Source: an optimization exercise on an open RTL-to-GDS flow (aim: small area and a short achievable clock period). Production flows keep margins and buffers that such runs may drop. RTL that was checked went through simulation tests only; none was proved equivalent to the original. Power is estimated from default activity; no workload was simulated.

==> 12-24: inputs <==
==> flow/design.v (excerpt) <==
module softplus8_pla (
    input  wire clk,
    input  wire rst,
    input  wire signed [15:0] x,
    output wire [15:0] y
);
==> module softplus8_pla, before the edit <==
module softplus8_pla (
    input  wire clk,
    input  wire rst,
    input  wire signed [15:0] x,
    output wire [15:0] y
);
  wire neg0 = x[15];
  wire tz0 = ~|x[6:0];
  wire [3:0] am0 = x[10:7] ^ {4{neg0}};
  wire big0 = neg0 ? ~&x[14:11] : |x[14:11];
  wire pos0 = ~neg0;                                         
  wire ge9 = am0[3] & (am0[2] | am0[1] | am0[0]);
  wire seg70 = ~neg0 & (big0 | ge9);                         
  wire zero0 = neg0 & (big0 | (am0[3] & am0[2]) | (am0 == 4'd11 & tz0));   
  wire [2:0] jh0 = (big0 | ge9) ? 3'd0 :
                   {am0 <= 4'd2, am0 >= 4'd3 & am0 <= 4'd5, am0 >= 4'd6};    
  wire inc0 = tz0 & ~big0 & (neg0 ? (am0 == 4'd2 | am0 == 4'd5) : am0 == 4'd9);
  wire dec0 = tz0 & ~big0 & (neg0 ? am0 == 4'd8 : (am0 == 4'd3 | am0 == 4'd6));
  wire [7:0] u0 = pos0 ? 8'd128 - {1'b0, x[6:0]} : {1'b0, x[6:0]};
  wire [7:0] K0;
  assign K0[0] = (~am0[0] & am0[1]) | (~am0[2] & ~am0[3]) | (am0[1] & am0[3]) | (~am0[0] & ~am0[2]) | (am0[0] & ~am0[1] & am0[2]);
  assign K0[1] = (~am0[0] & ~am0[3]) | (am0[1] & ~am0[2]);
  assign K0[2] = (~am0[1] & ~am0[2]) | (am0[0] & ~am0[2] & ~am0[3]) | (am0[0] & ~am0[1]);
  assign K0[3] = (am0[0] & ~am0[1] & ~am0[3]) | (am0[2]);
  assign K0[4] = (am0[0] & ~am0[1] & ~am0[2] & ~am0[3]) | (~am0[0] & am0[1] & ~am0[2] & ~am0[3]) | (~am0[0] & ~am0[1] & am0[2]);
  assign K0[5] = (am0[1] & ~am0[2] & ~am0[3]);
  assign K0[6] = (am0[0] & ~am0[1] & ~am0[2] & ~am0[3]);
  assign K0[7] = (~am0[0] & ~am0[1] & ~am0[2] & ~am0[3]);
  wire [8:0] q70 = {2'b11, ~x[14:8]} + 9'd9 + {8'd0, tz0 & ~x[7]};
  wire [8:0] Ke0 = zero0 ? 9'd0 : seg70 ? q70 : {1'b0, K0};
  reg [14:7] xh1;
  reg [7:0] u1;
  reg [8:0] Ke1;
  reg [2:0] jh1;
  reg pos1, seg71, ci1, dec1;
  wire [12:0] w = {5'd0, u1};
  wire [12:0] rA = jh1[2] ? w << 5 : jh1[1] ? w << 3 : jh1[0] ? w << 1 : 13'd0;
  wire [12:0] rB = jh1[2] ? w << 3 : jh1[1] ? w << 2 : jh1[0] ? w : 13'd0;
  wire [12:0] rC = jh1[2] ? w << 1 : jh1[1] ? w : 13'd0;
  wire [12:0] s1 = rA ^ rB ^ rC;
  wire [12:0] c1 = ((rA & rB) | (rA & rC) | (rB & rC)) << 1;
  wire [7:0] lo = {1'b0, s1[6:0]} + {1'b0, c1[6:0]};
  wire [5:0] hi = s1[12:7] + c1[12:7];    
  wire usep = pos1 | seg71;
  wire [9:0] Pl = dec1 ? {{3{~(usep & xh1[7])}}, 7'h7f} :
                  usep ? {2'b0, xh1[7], ~u1[6:0] & {7{~u1[7]}}} : 10'd0;
  wire [9:0] PK = Pl + {Ke1[8], Ke1} + {9'd0, ci1};
  reg [6:0] ph2;
  reg [9:0] PK2;
  reg [5:0] H2;
  reg c72;
  wire [9:0] sl = PK2 + {4'd0, H2} + {9'd0, c72};
  reg [7:0] fl3;
  reg [6:0] ph3;
  reg [1:0] d3;
  wire [6:0] fh = ph3 + {{5{d3[1]}}, d3};
  reg [14:0] f4;
  always @(posedge clk) begin
    xh1 <= x[14:7]; u1 <= u0; jh1 <= jh0; Ke1 <= Ke0;
    pos1 <= pos0; seg71 <= seg70; dec1 <= dec0;
    ci1 <= tz0 ? inc0 : pos0;
    ph2 <= usep ? xh1[14:8] : 7'd0; PK2 <= PK; H2 <= hi; c72 <= lo[7];
    fl3 <= sl[7:0]; ph3 <= ph2; d3 <= sl[9:8];
  end
  always @(posedge clk or posedge rst)
    if (rst) f4 <= 15'd0;
    else f4 <= {fh, fl3};
  assign y = {1'b0, f4};
endmodule
Settings: LEC_CHECK=0, CAP_MARGIN=20, CORE_MARGIN=2, CORE_UTILIZATION=70, SETUP_SLACK_MARGIN=3.1, SLEW_MARGIN=20; clock period 5.5 ns.
run.sh (not shown) runs the stock make flow with config.mk's settings and CLKGATE_MAP_FILE= SYNTH_SCRIPT=/design/flow/synth_recipe.tcl, a recipe that flattens the netlist after the stock synthesis.
==> 12-13 (differences from 12-24) <==
--- a/flow/design.v
+++ b/flow/design.v
@@ -27,28 +27,27 @@
   assign K0[6] = (am0[0] & ~am0[1] & ~am0[2] & ~am0[3]);
   assign K0[7] = (~am0[0] & ~am0[1] & ~am0[2] & ~am0[3]);
-  wire [8:0] q70 = {2'b11, ~x[14:8]} + 9'd9 + {8'd0, tz0 & ~x[7]};
-  wire [8:0] Ke0 = zero0 ? 9'd0 : seg70 ? q70 : {1'b0, K0};
+  wire nz0 = ~tz0 | x[7];
   reg [14:7] xh1;
   reg [7:0] u1;
-  reg [8:0] Ke1;
+  reg [7:0] K1;
   reg [2:0] jh1;
-  reg pos1, seg71, ci1, dec1;
-  wire [12:0] w = {5'd0, u1};
-  wire [12:0] rA = jh1[2] ? w << 5 : jh1[1] ? w << 3 : jh1[0] ? w << 1 : 13'd0;
-  wire [12:0] rB = jh1[2] ? w << 3 : jh1[1] ? w << 2 : jh1[0] ? w : 13'd0;
-  wire [12:0] rC = jh1[2] ? w << 1 : jh1[1] ? w : 13'd0;
-  wire [12:0] s1 = rA ^ rB ^ rC;
-  wire [12:0] c1 = ((rA & rB) | (rA & rC) | (rB & rC)) << 1;
+  reg pos1, seg71, zero1, nz1, ci1, dec1;
+  wire [13:0] w = {6'd0, u1};
+  wire [13:0] rA = jh1[2] ? w << 5 : jh1[1] ? w << 3 : jh1[0] ? w << 1 : seg71 ? {~xh1[14:8], 7'd0} : 14'd0;
+  wire [13:0] rB = jh1[2] ? w << 3 : jh1[1] ? w << 2 : jh1[0] ? w : 14'd0;
+  wire [13:0] rC = jh1[2] ? w << 1 : jh1[1] ? w : 14'd0;
+  wire [13:0] s1 = rA ^ rB ^ rC;
+  wire [13:0] c1 = ((rA & rB) | (rA & rC) | (rB & rC)) << 1;
   wire [7:0] lo = {1'b0, s1[6:0]} + {1'b0, c1[6:0]};
-  wire [5:0] hi = s1[12:7] + c1[12:7];    
   wire usep = pos1 | seg71;
   wire [9:0] Pl = dec1 ? {{3{~(usep & xh1[7])}}, 7'h7f} :
                   usep ? {2'b0, xh1[7], ~u1[6:0] & {7{~u1[7]}}} : 10'd0;
-  wire [9:0] PK = Pl + {Ke1[8], Ke1} + {9'd0, ci1};
+  wire [9:0] Ke = zero1 ? 10'd0 : seg71 ? (nz1 ? -10'sd119 : -10'sd118) : {2'b0, K1};
+  wire [9:0] PK = Pl + Ke + {9'd0, ci1};
   reg [6:0] ph2;
   reg [9:0] PK2;
-  reg [5:0] H2;
+  reg [6:0] S2, C2;
   reg c72;
-  wire [9:0] sl = PK2 + {4'd0, H2} + {9'd0, c72};
+  wire [9:0] sl = PK2 + {3'd0, S2} + {3'd0, C2} + {9'd0, c72};
   reg [7:0] fl3;
   reg [6:0] ph3;
@@ -57,8 +56,8 @@
   reg [14:0] f4;
   always @(posedge clk) begin
-    xh1 <= x[14:7]; u1 <= u0; jh1 <= jh0; Ke1 <= Ke0;
-    pos1 <= pos0; seg71 <= seg70; dec1 <= dec0;
+    xh1 <= x[14:7]; u1 <= u0; jh1 <= jh0; K1 <= K0;
+    pos1 <= pos0; seg71 <= seg70; zero1 <= zero0; nz1 <= nz0; dec1 <= dec0;
     ci1 <= tz0 ? inc0 : pos0;
-    ph2 <= usep ? xh1[14:8] : 7'd0; PK2 <= PK; H2 <= hi; c72 <= lo[7];
+    ph2 <= usep ? xh1[14:8] : 7'd0; PK2 <= PK; S2 <= s1[13:7]; C2 <= c1[13:7]; c72 <= lo[7];
     fl3 <= sl[7:0]; ph3 <= ph2; d3 <= sl[9:8];
   end
==> flow/flow/run.sh (new file) <==
#!/bin/bash
set -o pipefail
cp standard.sh standard_copy.log
export BUFFER_PORTS_ARGS="-buffer_cell sky130_fd_sc_hd__buf_2"
bash standard.sh > standard.log 2>&1
==> flow/standard.sh (new file) <==
#!/bin/bash
# synth_recipe.tcl (not shown) runs the flow's synth.tcl, then flattens the netlist and writes it again
# the make line also repeats each setting of config.mk as NAME=value (left out here)
make -C /OpenROAD-flow-scripts/flow DESIGN_CONFIG=/design/flow/config.mk WORK_HOME=/design/flow/orfs CLKGATE_MAP_FILE= SYNTH_SCRIPT=/design/flow/synth_recipe.tcl "${@:-finish}"
- ABC_AREA: not set -> 1
- SETUP_SLACK_MARGIN: 3.1 -> 3.5
removed: flow/run.sh
==> results.txt <==
| quantity | 12-13 | 12-24 |
|---|---|---|
| Met1 wire length | 4290 um | 4310 um |
| Setup skew after layout | 0.0102 ns | 0.0107 ns |
| Required time of the worst setup path | 5.74 ns | 5.76 ns |
| Number of global-route vias before repair | 3669 | 3426 |
| Largest net degree at the start of global routing | 18 | 23 |
| Highest cell delay on the worst timing path | 0.44 ns | 0.40 ns |
| Worst-case setup margin in the final layout | 3.27 ns | 2.58 ns |
| Gates resized, CTS repair | 19 | 60 |
| Max Fanout on Critical Path | 10 | 3 |
| Y dimension of the die | 85.7 um | 84.6 um |
| Maximum vdd drop | 0.000147 V | 0.000222 V |
| Post-synthesis sequential element count | 95 | 88 |
| Total Wirelength | 10800 um | 11200 um |
| Result of the run | complete, no violations | complete, no violations |
| Post-synthesis net count | 625 | 537 |
| Post-layout min period | 2.23 ns | 2.92 ns |
| Combinational logic power | 0.444 mW | 0.414 mW |
| Storage cell area | 1990 um2 | 1850 um2 |
Function not checked in 12-24: the RTL went through the layout flow alone.

## port drivers added, routing unchanged
The flow's constraints put no driver on any port. The routed layouts listed below were extracted and timed again, unchanged, in two steps.
Step 1 sets driving cells, clkbuf_16 on the clock port and buf_2 on the other inputs (assumed; they add their load-dependent delay and slew).
Step 2 also shifts input and output timing later by t, the mid clock arrival at the registers, as if the neighbouring blocks saw the same clock.
Slacks: ideal / step 1 / step 2; pairs: ideal / step 1.
run | shift t [ns] | slack for setup (ns) | pins driven straight from the clock port
12-24 | 0.391 | 2.585 / 2.572 / 2.181 | 1
12-13 | 0.399 | 3.274 / 3.274 / 3.220 | 1
After both steps setup and hold are still met in every run listed. For 12-24, which loses most, drivers alone change the setup slack by -0.013 ns; drivers and shift together by -0.404 ns.
